Background: an optimization exercise with open tools, aiming at small area. Do not read the settings as production practice. Where RTL was checked, it was by simulation tests only, not by an equivalence proof against the original. For run 2, only the layout was checked, not whether the RTL still works. Power is estimated from default activity; no workload was simulated.

[design/flow/design.v]
`timescale 1ns / 1ps
module PWM_ENHANCED #(parameter R = 10)
(
input wire clk, 
input wire rst,
input wire[31:0] dvsr,
input wire[R:0] duty,
output wire pwm_out
);
reg[31:0] q_reg;
wire[31:0] q_next;
reg[R-1:0] d_reg;
wire[R-1:0] d_next;
wire[R:0] d_ext;
reg pwm_reg;
wire pwm_next;
wire tick;
always@(posedge clk or posedge rst) 
begin
    if(rst)
    begin
        q_reg <= 0;
        d_reg <= 0;
        pwm_reg <= 0;
    end
    else
    begin
        q_reg <= q_next;
        d_reg <= d_next;
        pwm_reg <= pwm_next;
    end
end
assign q_next = (q_reg == dvsr) ? 0 : (q_reg + 1'b1);
assign tick = (!q_reg) ? 1 : 0;
assign d_next = (tick) ? (d_reg + 1) : d_reg;
assign d_ext = {1'b0, d_reg};
assign pwm_next = (d_ext < duty) ? 1'b1 : 1'b0;
assign pwm_out = pwm_reg;
endmodule
`timescale 1ns / 1ps
module TOP_PWM_RAINBOW
(
input wire clk,
input wire rst,
output wire[2:0] rgb,
input wire [3:0] sw
);
localparam resolution = 8;
wire[31:0] dvsr = 4;  
wire pwm_out1, pwm_out2, pwm_out3;
reg clk_50hz;
integer counter;
reg[resolution : 0] duty_reg;
reg[resolution : 0] duty_reg2, duty_reg3;
wire[resolution: 0] duty, duty2, duty3;
integer main_count;
wire tick_50hz = !rst && !(counter < 1279) && !clk_50hz;
always@(posedge clk)
begin
    if(rst)
    begin
        counter <= 0;
        clk_50hz <= 0;
    end
    else
    begin
        if(counter < 1279)
        begin
            counter <= counter + 1;                       
        end       
        else
        begin
            counter <= 0;
            clk_50hz <= ~ clk_50hz;
        end
    end
end
always@(posedge clk)
begin
    if(rst)
        main_count <= 0;
    else if(tick_50hz)
    begin
        if(main_count <= 256)
            main_count<=main_count + 1;
        else
            main_count <= 0;
    end
end
always@(posedge clk)
begin
    if(rst)
    begin
        duty_reg <= 2**resolution;
        duty_reg2 <= 0;
        duty_reg3 <= 0;
    end
    else if(tick_50hz)
    begin
        if(main_count >= 0 && main_count <= 45)
        begin
            duty_reg2 <= duty_reg2 + 1;  
        end
        else if(main_count >45 && main_count <= 90)
        begin
            duty_reg <= duty_reg - 1;    
        end
        else if(main_count > 90 && main_count <= 135)
        begin
            duty_reg3 <= duty_reg3 + 1;
        end
        else if(main_count > 135 && main_count <= 180)
        begin
            duty_reg2 <= duty_reg2 -1;
        end
        else if(main_count > 180 && main_count <= 225)
        begin
            duty_reg <= duty_reg + 1;
        end
        else if(main_count > 225 && main_count <= 255)
        begin
            duty_reg3 <= duty_reg3 - 1;
        end
        else
        begin
            duty_reg <= 2**resolution;
            duty_reg2 <= 0;
            duty_reg3 <= 0;
        end
    end
end
PWM_ENHANCED #(.R(resolution)) R1(.clk(clk), .rst(rst), .dvsr(dvsr), .duty(duty), .pwm_out(pwm_out1));
PWM_ENHANCED #(.R(resolution)) R2(.clk(clk), .rst(rst), .dvsr(dvsr), .duty(duty2), .pwm_out(pwm_out2));
PWM_ENHANCED #(.R(resolution)) R3(.clk(clk), .rst(rst), .dvsr(dvsr), .duty(duty3), .pwm_out(pwm_out3));
assign rgb[0] = pwm_out1;
assign rgb[1] = pwm_out2;
assign rgb[2] = pwm_out3;
assign duty = duty_reg;
assign duty2 = duty_reg2;
assign duty3 = duty_reg3;
endmodule
[design/flow/run.sh]
#!/bin/bash
# synth_recipe.tcl (not shown) runs the flow's synth.tcl, then flattens the netlist and writes it again
# the make line also repeats each setting of config.mk as NAME=value (left out here)
make -C /OpenROAD-flow-scripts/flow DESIGN_CONFIG=/design/flow/config.mk WORK_HOME=/design/flow/orfs CLKGATE_MAP_FILE= SYNTH_SCRIPT=/design/flow/synth_recipe.tcl finish
[design/flow/config.mk]
export PLATFORM = sky130hd
export DESIGN_NAME = TOP_PWM_RAINBOW
export DESIGN_NICKNAME = TOP_PWM_RAINBOW
export VERILOG_FILES = /design/flow/design.v
export SDC_FILE = /design/flow/constraint.sdc
export NUM_CORES = 4
export LEC_CHECK = 0
export CAP_MARGIN = 20
export CORE_MARGIN = 2
export CORE_UTILIZATION = 40
export SLEW_MARGIN = 20
[design/flow/constraint.sdc]
create_clock -name core_clock -period 8.0 [get_ports {clk}]
set_input_delay 1.6000 -clock core_clock [delete_from_list [all_inputs] [get_ports {clk}]]
set_output_delay 1.6000 -clock core_clock [all_outputs]
set_load 0.01 [all_outputs]
==> results by group, run 1 <==
Route
  – DRT Pass-1 Iters: 5
  – Vias after detailed routing: around 8400
  – Routed WL: around 21 mm
  – Drt drc: 0
  – Number of DRC markers in iteration 0: roughly 470
  – Routed Antenna Nets: 0
  – Wire length per cell: between 10 and 15 microns
  – Number of vias per cell: between 5 and 6

Layout
  – Share of layout cells above drive strength 1: 6.10%
  – Sequential Area: 4920 sq um
  – N_diodes: 0
  – Area of the multi-input gates: about 5800 sq um
  – Area grow syn2layout: 10.6%
  – Fin nets: about 1300
  – Fill count: between 2000 and 3000

Critical path
  – Worst Path Arrival: around 4 ns
  – Slowest cell delay on critical path: about 0.59 ns
  – Kind of end point of the critical path: register
  – R2r startpoint: counter[0]
  – CP Launch Type: primary input
  – Crit-path max FO: 30
  – Slowest CP cell: or4_1
  – Setup CP Type: in2reg
  – Worst Path Required: roughly 8.5 ns
  – Crit-path cells: clkdlybuf4s50_1, buf_4, or3_1, nor2_1, nand3_1, or4_1, o21ai_0
  – Crit path from: rst

Die
  – Rows: 60
  – Die boundary width: ~170 microns
  – Core footprint: ~27000 sq um
  – I/O pin count: 9
  – DIE AREA: 29000 sq um
  – Initial Util: between 40% and 50%
  – Die H: ~170 microns

Clocking
  – Clock latency at the later pin of the worst-skew pair: 0.52 ns
  – Reg clk slew, reported paths: about 0.06 ns
  – Hold_buf cts: 0
  – CTS tree: built
  – H-tree depth: 1
  – CTS Buf Count: 25
  – Cts repair resizes: 0
  – # Post-CTS Setup Buffers: 0
  – Clk buf depth: 3
  – Clock tree root driver cell: clkbuf_16
  – Clock sinks: ~220

Hold path
  – Hold wc startpoint: R1.q_reg[31]
  – HP Class: reg2reg

Synthesis
  – Async SR Flop Fraction: between 50% and 60%
  – Cell taking the most area after synthesis: dfrtp_1
  – Count of distinct cell types in the synthesized netlist: 65
  – Mean area per synthesized cell: 9.12 sq um
  – Seq cells post-synth: 215
  – Ys flop type: dfrtp_1
  – Sequential element share of the synthesized area: between 40% and 50%
  – Synth top area share: 27.9%
  – Post-synth EDFFs: 0
  – Synth warnings: 2
  – Syn nets: roughly 1300
  – Mapped Cells: 1211
  – Cell area after synthesis: between 10000 and 15000 sq um
  – Largest cells by area after synthesis: dfrtp_1 (28%), dfxtp_1 (17%), xnor2_1 (7.1%)

Global route
  – Initial antenna violation count: 0
  – Global-route wire length before repair: 37.8 mm
  – Gr ovfl total: 0
  – Total track usage: approximately 15%
  – Vias in the first global route: between 8000 and 9000
  – Largest net degree at the start of global routing: about 70

Power
  – Max IR drop VDD: 0.122 mV
  – PD cells: around 180 nW/um^2
  – Static Leak: 4.95 nW

Job
  – MaxCap Viol Count: 0

Timing
  – FMAX: 272 MHz
  – RSZ-0062 raised after global routing: false
  – Min Tclk post-route: ~3.7 ns
  – Setup tns final: 0 ns
  – Final Hold Viols: 0
  – Pins over their slew limit: 0
  – Relative slew slack: 32.5%
  – Slew @ Worst Pin: 1.01 ns
  – Final Cycle Share: between 40% and 50%
  – Final setup viols: 0
  – PnR worst setup slack: between 4 and 5 ns
  – Clk_skew: 0.0112 ns

Placed design
  – I/O Buffers: 4
  – Pre-CTS setup slack: ~3.8 ns
  – Placer congestion estimate: between 0.8 and 0.9
  – Post-DP HPWL: roughly 14 mm

Status
  – Outcome: finished clean
[kinds of logic (layout without fill, tap and decap cells)]
| family | count (synthesis) | count (layout) | share of synthesized area, % |
|---|---|---|---|
| simple gates | 540 | 540 | 24.8 |
| compound gates | 162 | 162 | 9.52 |
| buf+inv | 89 | 108 | 3.40 |
| mux | 6 | 6 | 0.612 |
| fa+ha+maj | 41 | 41 | 4.64 |
| xor+xnor | 158 | 158 | 12.5 |
| flops | 215 | 215 | 44.5 |
[per-layer routing]
metal,track usage (%),up-vias,wire [microns]
met5,0,-,0
met4,4.24,0,488
met3,2.16,40,583
met2,25.4,103,9630
met1,20.4,3962,10500
li1,-,4283,-
[synth_stat cells (3+ instances only)]
cell      instances
o31ai_1           6
nand3_1          77
a21o_1            4
nand2b_1          7
and3_1           40
and2_1            5
or4_1             3
dfxtp_1          92
clkbuf_1         28
buf_6             3
a22oi_1           3
nor3_1           26
a21boi_0          3
buf_4             3
or2_2             7
or3_1            21
mux2_2            6
o221ai_1          3
and4_1            9
a221oi_1         10
dfrtp_1         123
a211o_1           3
o21ai_0          31
inv_1            48
o22ai_1          14
nor2_1          140
a211oi_1         15
ha_1             41
nor2b_1           8
nor4_1           37
buf_2             6
a21oi_1          50
nand4_1          45
nor4b_1           4
xnor2_1          89
nor3b_1           4
xor2_1           69
nand2_1          96
[power by group]
| group | internal [mW] | switching (mW) | total, mW |
|---|---|---|---|
| clock | 0.673 | 0.443 | 1.12 |
| sequential | 1.08 | 0.00130 | 1.08 |
| combinational | 0.00326 | 0.0218 | 0.0251 |
[cells in the final DEF (no fill, tap or decap), types with 14 or more instances in the layout]
| cell type | n |
|---|---|
| nor2_1 | 140 |
| dfrtp_1 | 123 |
| nand2_1 | 96 |
| dfxtp_1 | 92 |
| xnor2_1 | 89 |
| nand3_1 | 77 |
| xor2_1 | 69 |
| a21oi_1 | 50 |
| inv_1 | 48 |
| nand4_1 | 45 |
| ha_1 | 41 |
| and3_1 | 40 |
| nor4_1 | 36 |
| o21ai_0 | 31 |
| nor3_1 | 26 |
| clkbuf_16 | 25 |
| or3_1 | 21 |
| a211oi_1 | 15 |
| o22ai_1 | 14 |
[critical path: cells and delay by family]
family,cells,cell delay (ns)
buf+inv,2,0.65
simple gates,4,1.78
compound gates,1,0.08
[metrics by stage]
stage,total power [mW],instances,util (%),cell area (sq um),hold WS [ns]
2_1_floorplan,1.12,1211,-,11000,0.430
3_3_place_gp,1.13,1525,42.2,11400,0.447
3_5_place_dp,1.13,1525,42.2,11400,0.468
4_1_cts,2.26,1571,45.2,12200,0.475
5_1_grt,2.30,1571,45.2,12200,0.492
6_report,2.22,1571,45.2,12200,0.468
[path summary, 6_finish.rpt]
check / endpoint / slack (ns) / cells past startpoint
setup / recovery: duty_reg3[8] / 4.32 / 7
hold / removal: R1.q_reg[31] / 0.47 / 1
min in group asynchronous: R1.d_reg[6] / 1.73 / 3
max in group asynchronous: R3.d_reg[7] / 4.97 / 4
setup reg to reg: main_count[26] / 5.04 / 9
hold reg to reg: R1.q_reg[31] / 0.47 / 1
[layout make-up]
type                    instances  area share (%)
clock inverters                 7           0.522
repair buffers                 13           0.881
multi-input cells             907            47.2
inverters                      49            1.55
flip-flops and latches        215            40.3
well taps                     341            3.49
clock buffers                  39            6.13
==> run 2, diff against run 1 <==
==> design/flow/design.v (replaced) <==
`timescale 1ns / 1ps
module PWM_ENHANCED #(parameter R = 10)
(
input wire clk,
input wire rst,
input wire[31:0] dvsr,
input wire[R:0] duty,
output wire pwm_out
);
reg[31:0] q_reg;
reg[R-1:0] d_reg;
reg pwm_reg;
wire tick = (q_reg == 0);
always@(posedge clk or posedge rst)
begin
    if(rst)
    begin
        q_reg <= 0;
        d_reg <= 0;
        pwm_reg <= 0;
    end
    else
    begin
        q_reg <= (q_reg == dvsr) ? 0 : (q_reg + 1'b1);
        d_reg <= tick ? (d_reg + 1) : d_reg;
        pwm_reg <= ({1'b0, d_reg} < duty);
    end
end
assign pwm_out = pwm_reg;
endmodule
`timescale 1ns / 1ps
module TOP_PWM_RAINBOW
(
input wire clk,
input wire rst,
output wire[2:0] rgb,
input wire [3:0] sw
);
reg [2:0] q;
reg [8:0] d;       
reg [2:0] seg;
reg [5:0] off;
reg       armed;
wire q_zero = !q[2] && !q[0];
wire q_four = q[2] && !q[1];
wire step   = q_four && (d[7:0] == 8'd0) && d[8];
reg       seg_end;
reg [5:0] off_start;
always @(*)
begin
    case (seg)
    3'd0:    seg_end = (off == 6'd45);
    3'd1:    seg_end = (off == 6'd44);
    3'd2:    seg_end = (off == 6'd44);
    3'd3:    seg_end = (off == 6'd61);
    3'd4:    seg_end = (off == 6'd62);
    3'd5:    seg_end = (off == 6'd48);
    default: seg_end = 1'b1;
    endcase
    case (seg)
    3'd2:    off_start = 6'd17;
    3'd3:    off_start = 6'd18;
    3'd4:    off_start = 6'd18;
    default: off_start = 6'd0;
    endcase
end
always @(posedge clk)
begin
    if (rst)
    begin
        q   <= 3'b100;
        d   <= 9'd0;
        seg <= 3'd0;
        off <= 6'd0;
    end
    else
    begin
        q <= {q[1:0], !q[2] && !q[1]};
        if (q_zero)
            d <= d + 9'd1;
        if (step)
        begin
            if (seg_end)
            begin
                seg <= (seg == 3'd6) ? 3'd0 : seg + 3'd1;
                off <= off_start;
            end
            else
                off <= off + 6'd1;
        end
    end
end
always @(posedge clk or posedge rst)
begin
    if (rst)
        armed <= 1'b0;
    else
        armed <= 1'b1;
end
wire [5:0] t    = d[5:0] ^ {6{seg[0]}};
wire       up   = (seg == 3'd0) || (seg == 3'd1) || (seg == 3'd2);
wire       lo   = (d[7:6] == 2'b00);
wire       hi   = (d[7:6] != 2'b11);
wire       cmp  = up ? (t < off) : (off < t);
wire       ramp_gb = lo && cmp;
wire       ramp_r  = hi || !cmp;
reg r, g, b;
always @(*)
begin
    case (seg)
    3'd0:    begin r = 1'b1;              g = ramp_gb;          b = 1'b0;             end
    3'd1:    begin r = ramp_r;            g = (d[7:0] < 8'd46); b = 1'b0;             end
    3'd2:    begin r = (d[7:0] < 8'd211); g = (d[7:0] < 8'd46); b = ramp_gb;          end
    3'd3:    begin r = (d[7:0] < 8'd211); g = ramp_gb;          b = (d[7:0] < 8'd45); end
    3'd4:    begin r = ramp_r;            g = (d[7:0] == 8'd0); b = (d[7:0] < 8'd45); end
    3'd5:    begin r = 1'b1;              g = (d[7:0] == 8'd0); b = ramp_gb;          end
    default: begin r = 1'b1;              g = 1'b0;             b = 1'b0;             end
    endcase
end
assign rgb = armed ? {b, g, r} : 3'b000;
endmodule
--- a/design/flow/config.mk
+++ b/design/flow/config.mk
@@ -5,6 +5,7 @@
 export SDC_FILE = /design/flow/constraint.sdc
 export NUM_CORES = 4
 export LEC_CHECK = 0
+export ABC_AREA = 1
 export CAP_MARGIN = 20
 export CORE_MARGIN = 2
 export CORE_UTILIZATION = 40
==> run 2 against run 1 <==
Final area down 86%; die area down 84%; utilization up 1.0 points; via count down 83%; first-iteration DRC count down 90%; critical path depth up 3; register-to-register slack better by 0.77 ns; clock power down 91%; routed wire length down 84%; highest routed layer unchanged; worst hold slack worse by 0.029 ns; final cell count down 82%; clock-buffer cell count down 36.
==> results by group, run 2 <==
Clocking
  – Clk buf depth: 2 (-1)
  – Clock latency at the later pin of the worst-skew pair: 0.26 ns (-0.26 ns)
  – # Post-CTS Setup Buffers: 0 (unchanged)
  – Cts repair resizes: 0 (unchanged)
  – H-tree depth: 1 (unchanged)
  – Clock sinks: 22 (-90%)
  – CTS tree: built
  – Reg clk slew, reported paths: 0.08 ns (+0.02 ns)
  – Hold_buf cts: 0 (unchanged)
  – Clock tree root driver cell: clkbuf_8
  – CTS Buf Count: 3 (-88%)

Power
  – Static Leak: 0.770 nW (-84%)
  – Internal power: 0.186 mW (-89%)
  – Switching power: 0.0507 mW (-89%)
  – Flop pwr share: 48.0% (-0.7 points)
  – Max IR drop VDD: 0.116 mV (-5.1%)
  – Clock Power Share: 44.1% (-6.1 points)
  – Sw frac: 21.5% (+0.49 points)
  – Combinational share of power: 7.9% (+6.8 points)
  – PD cells: 137 nW/um^2 (-25%)

Synthesis
  – Sequential element share of the synthesized area: 27.9% (-17 points)
  – Cell taking the most area after synthesis: dfxtp_1
  – Count of distinct cell types in the synthesized netlist: 33 (-49%)
  – Syn nets: 253 (-80%)
  – Synth warnings: 1 (-1)
  – Mean area per synthesized cell: 6.77 sq um (-26%)
  – Post-synth EDFFs: 0 (unchanged)
  – Synth top cells by count: nand2_1 (40), inv_1 (31), nor2_1 (27)
  – Mapped Cells: 236 (-81%)
  – Async SR Flop Fraction: 4.55% (-53 points)
  – Cell area after synthesis: 1600 sq um (-86%)
  – Synth top area share: 26.3% (-1.6 points)
  – Largest cells by area after synthesis: dfxtp_1 (26%), nand2_1 (9.4%), ha_1 (8.6%)
  – Seq cells post-synth: 22 (-90%)
  – Most frequent cell after synthesis: nand2_1
  – Ys flop type: dfxtp_1

Timing
  – FMAX: 217 MHz (-20%)
  – Relative slew slack: 59.0% (+27 points)
  – WHS: 0.439 ns (-0.0287 ns)
  – Setup tns final: 0 ns (unchanged)
  – Final Hold Viols: 0 (unchanged)
  – RSZ-0062 raised after global routing: false
  – Slew @ Worst Pin: 0.614 ns (-0.396 ns)
  – Clk_skew: 0.00115 ns (-0.0101 ns)
  – Min Tclk post-route: 4.60 ns (+0.924 ns)
  – Pins over their slew limit: 0 (unchanged)
  – Final Cycle Share: 57.5% (+12 points)
  – PnR worst setup slack: 3.40 ns (-0.924 ns)
  – Final setup viols: 0 (unchanged)

Global route
  – Met2 usage: 28.1% (+2.7 points)
  – Met3 Use GR: 4.17% (+2.0 points)
  – Global-route wire length before repair: 5.66 mm (-85%)
  – Vias in the first global route: 1269 (-85%)
  – Initial antenna violation count: 0 (unchanged)
  – Met1 Use GR: 21.2% (+0.80 points)
  – Total track usage: 16.4% (+1.3 points)
  – Gr ovfl total: 0 (unchanged)
  – Largest net degree at the start of global routing: 15 (-79%)
  – Busiest grt layer: met2

Critical path
  – Most common cell on crit path: nand3_1
  – Buffers & Inverters on Critical Path: 2 (unchanged)
  – Setup CP Type: reg2out
  – Slowest cell delay on critical path: 0.72 ns (+0.13 ns)
  – Worst Path Required: 6.40 ns (-2.05 ns)
  – Crit-path max FO: 14 (-53%)
  – Kind of end point of the critical path: output port
  – Family with the most delay on the worst path: flip-flops
  – Crit-path cells: xnor2_1, ha_1, nand2_1, inv_1, o21bai_1, nand3_1, o21ai_0, nand3_1, a21oi_1, clkdlybuf4s50_1
  – Worst Path Arrival: 3.00 ns (-1.12 ns)
  – CP Launch Type: register
  – Slowest CP cell: dfxtp_1

Layout
  – Commonest non-fill, non-tap cell in the layout: nand2_1
  – Max reg flops: 9
  – Fill count: 428 (-83%)
  – Share of layout cells above drive strength 1: 11.0% (+4.9 points)
  – Area grow syn2layout: 8.30%
  – N_diodes: 0 (unchanged)
  – Fin nets: 255 (-80%)
  – Most frequent cells in the layout: nand2_1 (40), inv_1 (31), nor2_1 (27)

Route
  – Drt drc: 0 (unchanged)
  – Routed Antenna Nets: 0 (unchanged)
  – Routed WL: 3.31 mm (-84%)
  – Number of vias per cell: 4.91 (-8.1%)
  – Number of DRC markers in iteration 0: 49 (-90%)
  – DRT Pass-1 Iters: 4 (-1)
  – Vias after detailed routing: 1399 (-83%)
  – Wire length per cell: 11.6 microns (-14%)

Placed design
  – Post-DP HPWL: 2.64 mm (-81%)
  – Placer congestion estimate: 0.819 (+2.2%)
  – I/O Buffers: 4 (unchanged)
  – Pre-CTS setup slack: 3.65 ns (-0.130 ns)

Die
  – Die H: 67.2 microns (-61%)
  – DIE AREA: 4520 sq um (-84%)
  – Rows: 22 (-63%)
  – Initial Util: 42.7% (+1.8 points)
  – I/O pin count: 9 (unchanged)
  – Core footprint: 3740 sq um (-86%)
  – Die boundary width: 67.2 microns (-61%)

Hold path
  – HP Class: reg2reg

Job
  – MaxCap Viol Count: 0 (unchanged)

Status
  – Outcome: finished clean
-- run 2: changes by cell type after synthesis, moves of 42 or more --
cell | before | now
dfrtp_1 | 123 | 1
nor2_1 | 140 | 27
xnor2_1 | 89 | 8
dfxtp_1 | 92 | 21
xor2_1 | 69 | 4
nand3_1 | 77 | 18
nand2_1 | 96 | 40
nand4_1 | 45 | 3
-- run 2: routing by layer --
layer | up-vias | wire length (microns) | part of all wire, %
li1 | 760 | - | -
met4 | 0 | 14 | 0.42
met2 | 15 | 1520 | 46
met1 | 622 | 1670 | 50
met5 | - | 0 | 0
met3 | 2 | 113 | 3.4
-- run 2: power by group through the flow --
stage               sequential, mW  combinational [mW]  clock, mW
floorplan                    0.116              0.0138          0
global placement             0.116              0.0189          0
detailed placement           0.116              0.0190          0
CTS                          0.114              0.0190      0.107
global route                 0.114              0.0213      0.111
finish                       0.113              0.0186      0.104
-- run 2: worst paths after layout --
check	start	endpoint	slack, ns	cells after the start
max in group asynchronous	rst	armed	5.78	2
worst max-delay path	seg[0]	rgb[1]	3.40	10
min in group asynchronous	rst	armed	1.94	2
worst max register to register	seg[0]	seg[2]	5.81	14
worst min register to register	q[0]	q[1]	0.44	2
worst min-delay path	q[0]	q[1]	0.44	2
-- run 2: cells by family (layout without fill, tap and decap cells) --
logic type | Yosys count | after routing | share of synthesized area [%]
simple gates | 110 | 110 | 32.2
xor+xnor | 12 | 12 | 6.58
buf+inv | 41 | 42 | 10.4
other cells | 1 | 1 | 0.235
fa+ha+maj | 11 | 11 | 8.61
flops | 22 | 22 | 27.9
compound gates | 39 | 39 | 14.1
-- run 2: layout make-up --
| type | count | area (sq um) | share of cell area [%] |
|---|---|---|---|
| clock buffer | 3 | 41.3 | 2.39 |
| inverter | 34 | 128 | 7.38 |
| tap | 48 | 60.1 | 3.47 |
| clock inverter | 1 | 30.0 | 1.74 |
| sequential | 22 | 445 | 25.7 |
| timing repair buffer | 4 | 40.0 | 2.31 |
| multi-input combinational | 173 | 986 | 57.0 |
-- run 2: worst register-to-register path: stages (launching register included) --
cell and delay (ns):
dfxtp_1 0.72, nand2_1 0.10, inv_1 0.08, ha_1 0.23, inv_1 0.12, nand4_1 0.11
nand2_1 0.06, nand2_1 0.05, nand2_1 0.09, nor2_4 0.12, nand2_4 0.08, nand2_4 0.09
nand2_2 0.09, nand2_1 0.08, a21oi_2 0.05
-- run 2: through the flow --
stage	utilization, %	cell area, sq um	instances	total power, mW
after floorplan	-	1600	236	0.130
after global placement	44.3	1660	281	0.135
after detailed placement	44.3	1660	281	0.135
after CTS	46.2	1730	285	0.239
after global routing	46.2	1730	285	0.246
final	46.2	1730	285	0.236
==> run 3, diff against run 2 <==
--- a/design/flow/design.v
+++ b/design/flow/design.v
@@ -97,24 +97,22 @@
     else
         armed <= 1'b1;
 end
-wire [5:0] t    = d[5:0] ^ {6{seg[0]}};
-wire       up   = (seg == 3'd0) || (seg == 3'd1) || (seg == 3'd2);
-wire       lo   = (d[7:6] == 2'b00);
-wire       hi   = (d[7:6] != 2'b11);
-wire       cmp  = up ? (t < off) : (off < t);
-wire       ramp_gb = lo && cmp;
-wire       ramp_r  = hi || !cmp;
+wire       dn   = (seg == 3'd3) || (seg == 3'd4) || (seg == 3'd5);
+wire       rr   = (seg == 3'd1) || (seg == 3'd4);
+wire [5:0] ramp = dn ? ~off : off;
+wire [7:0] x    = rr ? ~d[7:0] : d[7:0];
+wire       ro   = (x < {2'b00, ramp}) ^ rr;
 reg r, g, b;
 always @(*)
 begin
     case (seg)
-    3'd0:    begin r = 1'b1;              g = ramp_gb;          b = 1'b0;             end
-    3'd1:    begin r = ramp_r;            g = (d[7:0] < 8'd46); b = 1'b0;             end
-    3'd2:    begin r = (d[7:0] < 8'd211); g = (d[7:0] < 8'd46); b = ramp_gb;          end
-    3'd3:    begin r = (d[7:0] < 8'd211); g = ramp_gb;          b = (d[7:0] < 8'd45); end
-    3'd4:    begin r = ramp_r;            g = (d[7:0] == 8'd0); b = (d[7:0] < 8'd45); end
-    3'd5:    begin r = 1'b1;              g = (d[7:0] == 8'd0); b = ramp_gb;          end
-    default: begin r = 1'b1;              g = 1'b0;             b = 1'b0;             end
+    3'd0:    begin r = 1'b1;           g = ro;              b = 1'b0;          end
+    3'd1:    begin r = ro;             g = (d[7:0] < 8'd46); b = 1'b0;          end
+    3'd2:    begin r = (d[7:0] < 8'd211); g = (d[7:0] < 8'd46); b = ro;          end
+    3'd3:    begin r = (d[7:0] < 8'd211); g = ro;              b = (d[7:0] < 8'd45); end
+    3'd4:    begin r = ro;             g = (d[7:0] == 8'd0); b = (d[7:0] < 8'd45); end
+    3'd5:    begin r = 1'b1;           g = (d[7:0] == 8'd0); b = ro;            end
+    default: begin r = 1'b1;           g = 1'b0;            b = 1'b0;          end
     endcase
 end
 assign rgb = armed ? {b, g, r} : 3'b000;
--- a/design/flow/config.mk
+++ b/design/flow/config.mk
@@ -5,7 +5,6 @@
 export SDC_FILE = /design/flow/constraint.sdc
 export NUM_CORES = 4
 export LEC_CHECK = 0
-export ABC_AREA = 1
 export CAP_MARGIN = 20
 export CORE_MARGIN = 2
 export CORE_UTILIZATION = 40
==> run 3 against run 2 <==
Final area rose by 7.7%; sequential power increased by 7%; register-to-register slack worse by 0.61 ns; sequential cell count unchanged; total power up 11%; still clean on timing, DRC and antenna; die area is 10% higher.
==> results by group, run 3 <==
Layout
  – Area grow syn2layout: 5.00%
  – Final Util: 43.1% (-3.1 points)
  – Max reg flops: 9 (unchanged)
  – Fin nets: 230 (-9.8%)
  – Commonest non-fill, non-tap cell in the layout: nor2_1
  – Fill count: 468 (+9.3%)
  – N_diodes: 0 (unchanged)
  – Share of layout cells above drive strength 1: 7.04% (-3.9 points)
  – Most frequent cells in the layout: nor2_1 (22), dfxtp_1 (21), nand2_1 (15)
  – Finished Layout Cells: 265 (-7.0%)

Global route
  – Initial antenna violation count: 0 (unchanged)
  – Gr ovfl total: 0 (unchanged)
  – Largest net degree at the start of global routing: 22 (+7)
  – Total track usage: 16.3% (-0.058 points)
  – Vias in the first global route: 1412 (+11%)
  – Global-route wire length before repair: 6.69 mm (+18%)

Clocking
  – Cts repair resizes: 0 (unchanged)
  – Clock tree root driver cell: clkbuf_8
  – Hold_buf cts: 0 (unchanged)
  – Clk buf depth: 2 (unchanged)
  – Reg clk slew, reported paths: 0.09 ns (about the same)
  – CTS tree: built
  – H-tree depth: 1 (unchanged)
  – Clock latency at the later pin of the worst-skew pair: 0.28 ns (+0.02 ns)
  – CTS Buf Count: 3 (unchanged)
  – Clock sinks: 22 (unchanged)
  – # Post-CTS Setup Buffers: 0 (unchanged)

Timing
  – Relative slew slack: 45.5% (-14 points)
  – Pins over their slew limit: 0 (unchanged)
  – Final Hold Viols: 0 (unchanged)
  – Min Tclk post-route: 5.48 ns (+0.877 ns)
  – Final Cycle Share: 68.5% (+11 points)
  – Clk_skew: 0.00559 ns (+0.00443 ns)
  – FMAX: 182 MHz (-16%)
  – Final setup viols: 0 (unchanged)
  – WHS: 0.464 ns (+0.0252 ns)
  – Setup tns final: 0 ns (unchanged)
  – Slew @ Worst Pin: 0.816 ns (+0.202 ns)
  – RSZ-0062 raised after global routing: false

Synthesis
  – Synth top cells by count: nor2_1 (22), dfxtp_1 (21), nand2_1 (15)
  – Post-synthesis mux area share: 2.82% (+2.8 points)
  – Most frequent cell after synthesis: nor2_1
  – Post-synth EDFFs: 0 (unchanged)
  – Mean area per synthesized cell: 7.96 sq um (+18%)
  – Seq cells post-synth: 22 (unchanged)
  – Mapped Cells: 223 (-5.5%)
  – XOR/XNOR Fraction of Synth Area: 11.8% (+5.3 points)
  – Count of distinct cell types in the synthesized netlist: 51 (+55%)
  – Async SR Flop Fraction: 4.55% (unchanged)
  – Simple-gate portion of the synthesized area: 28.3% (-3.9 points)
  – Largest family of logic cells by synthesized area: simple AND/OR/NAND/NOR gates
  – Synth warnings: 1 (unchanged)
  – Post-Synth Adder-Cell Area: 7.05% (-1.6 points)
  – Largest cells by area after synthesis: dfxtp_1 (24%), ha_1 (7.0%), xnor2_1 (6.4%)
  – Ys flop type: dfxtp_1
  – Cell area after synthesis: 1780 sq um (+11%)
  – Cell taking the most area after synthesis: dfxtp_1
  – Synth top area share: 23.7% (-2.6 points)
  – Sequential element share of the synthesized area: 25.1% (-2.8 points)
  – Compound-cell area share of the yosys netlist: 18.5% (+4.4 points)
  – Syn nets: 239 (-5.5%)

Critical path
  – Slowest cell delay on critical path: 0.76 ns (+0.04 ns)
  – Crit-path cells: xnor2_1, nor2_1, xor2_1, ha_1, a21oi_1, nor2b_1, o21ai_0, o211ai_1, ha_1, o21ai_0, a41oi_1, nor2b_1, clkdlybuf4s50_1
  – Buffers & Inverters on Critical Path: 1 (-1)
  – CP Launch Type: register
  – Worst Path Required: 6.40 ns (about the same)
  – Crit-path max FO: 21 (+7)
  – Family with the most delay on the worst path: flip-flops
  – Worst Path Arrival: 3.88 ns (+0.88 ns)
  – Slowest CP cell: dfxtp_1
  – Setup CP Type: reg2out
  – Kind of end point of the critical path: output port

Die
  – I/O pin count: 9 (unchanged)
  – Core footprint: 4320 sq um (+16%)
  – Die H: 70.6 microns (+5.1%)
  – Rows: 24 (+9.1%)
  – Die boundary width: 70.6 microns (+5.1%)
  – Initial Util: 41.1% (-1.6 points)
  – DIE AREA: 4990 sq um (+10%)

Route
  – Routed WL: 3.85 mm (+16%)
  – Wire length per cell: 14.5 microns (+25%)
  – DRT Pass-1 Iters: 4 (unchanged)
  – Drt drc: 0 (unchanged)
  – Top sig layer: met4
  – Number of vias per cell: 5.64 (+15%)
  – Routed Antenna Nets: 0 (unchanged)
  – DR WL met2: 1.65 mm (+8.7%)
  – Metal1 wirelength: 2.05 mm (+23%)
  – Number of DRC markers in iteration 0: 54 (+10%)
  – Vias after detailed routing: 1495 (+6.9%)
  – Met3 WL: 86 microns (-24%)

Power
  – Max IR drop VDD: 0.0801 mV (-31%)
  – Pwr Total: 0.263 mW (+11%)
  – Static Leak: 0.692 nW (-10%)
  – PD cells: 141 nW/um^2 (+3.1%)

Hold path
  – HP Class: reg2reg

Status
  – Outcome: finished clean

Job
  – MaxCap Viol Count: 0 (unchanged)

Placed design
  – Placed insts: 261 (-7.1%)
  – I/O Buffers: 4 (unchanged)
  – Placer congestion estimate: 0.795 (-2.9%)
  – Post-DP HPWL: 2.77 mm (+4.8%)
## run 3: worst register-to-register path: stages, from the launching register on
cell and delay [ns]:
dfxtp_1 0.76, nand2_1 0.16, inv_1 0.09, ha_1 0.36, and4bb_1 0.28, mux2_4 0.20
o2111ai_1 0.34, o41ai_1 0.38, o21ai_0 0.11
## run 3: power breakdown
part           switching (mW)  internal [mW]
logic                  0.0170         0.0170
clock network          0.0407         0.0670
registers             0.00722          0.114
total                  0.0649          0.198
## run 3: cell type report
class                           count  area, sq um  area share, %
Tap cell                           52         65.1           3.49
Inverter                            6         22.5           1.21
Multi-Input combinational cell    177         1220           65.4
Sequential cell                    22          445           23.9
Clock inverter                      1         30.0           1.61
Clock buffer                        3         41.3           2.21
Timing Repair Buffer                4         40.0           2.15
## run 3: worst paths after layout
check,start,to,slack [ns],depth (start not counted)
max,seg[0],rgb[1],2.52,13
min,q[1],q[2],0.46,1
max reg2reg,seg[0],off[4],5.20,8
min reg2reg,q[1],q[2],0.46,1
max in group asynchronous,rst,armed,5.65,2
min in group asynchronous,rst,armed,2.14,2
## run 3: cells by family (layout without fill, tap and decap cells)
kind of cell,Yosys count,in the layout
AND/OR/NAND/NOR,90,90
AO/OA/AOI/OAI,48,48
XOR/XNOR,24,24
buffers and inverters,24,14
flip-flops,22,22
adder cells (fa/ha/maj),10,10
multiplexers,4,4
other,1,1
## run 3: routing by layer
layer  up-vias  track usage, %
li1        777               -
met1       697            23.7
met2        16            25.1
met3         5            1.71
met4         0            6.29
met5         -               0
## run 3: through the flow
step                cell area, sq um  setup slack (ns)
CTS                             1860              2.53
detailed placement              1790              2.85
global route                    1860              2.19
floorplan                       1780              3.63
finish                          1860              2.52
global placement                1790              2.84

==> separate check: timing with driven ports <==
The flow's constraints put no driver on any port. The routed layouts listed below were extracted and timed again, unchanged, in two steps. Step 1 assumes that a clkbuf_16 drives the clock port and a buf_2 every other input. Step 2 moves the port delays by t, midway between the first and last clock arrival at a register: inputs arrive t later, outputs are due t later. That takes back most of the time a late clock gives input paths. a / b / c = ideal / step 1 / step 2; a / b = the first two.
run | shift t [ns] | setup slack, ns | worst register clock-pin slew, ns
run 1 | 0.558 | 4.321 / 4.340 / 3.781 | 0.06 / 0.06
run 2 | 0.286 | 3.397 / 3.371 / 3.658 | 0.08 / 0.08
run 3 | 0.298 | 2.520 / 2.494 / 2.793 | 0.09 / 0.09
After both steps every run listed still meets setup and hold. The setup slack of run 1, which loses most, moves by +0.019 ns with the drivers and by -0.540 ns with both steps.
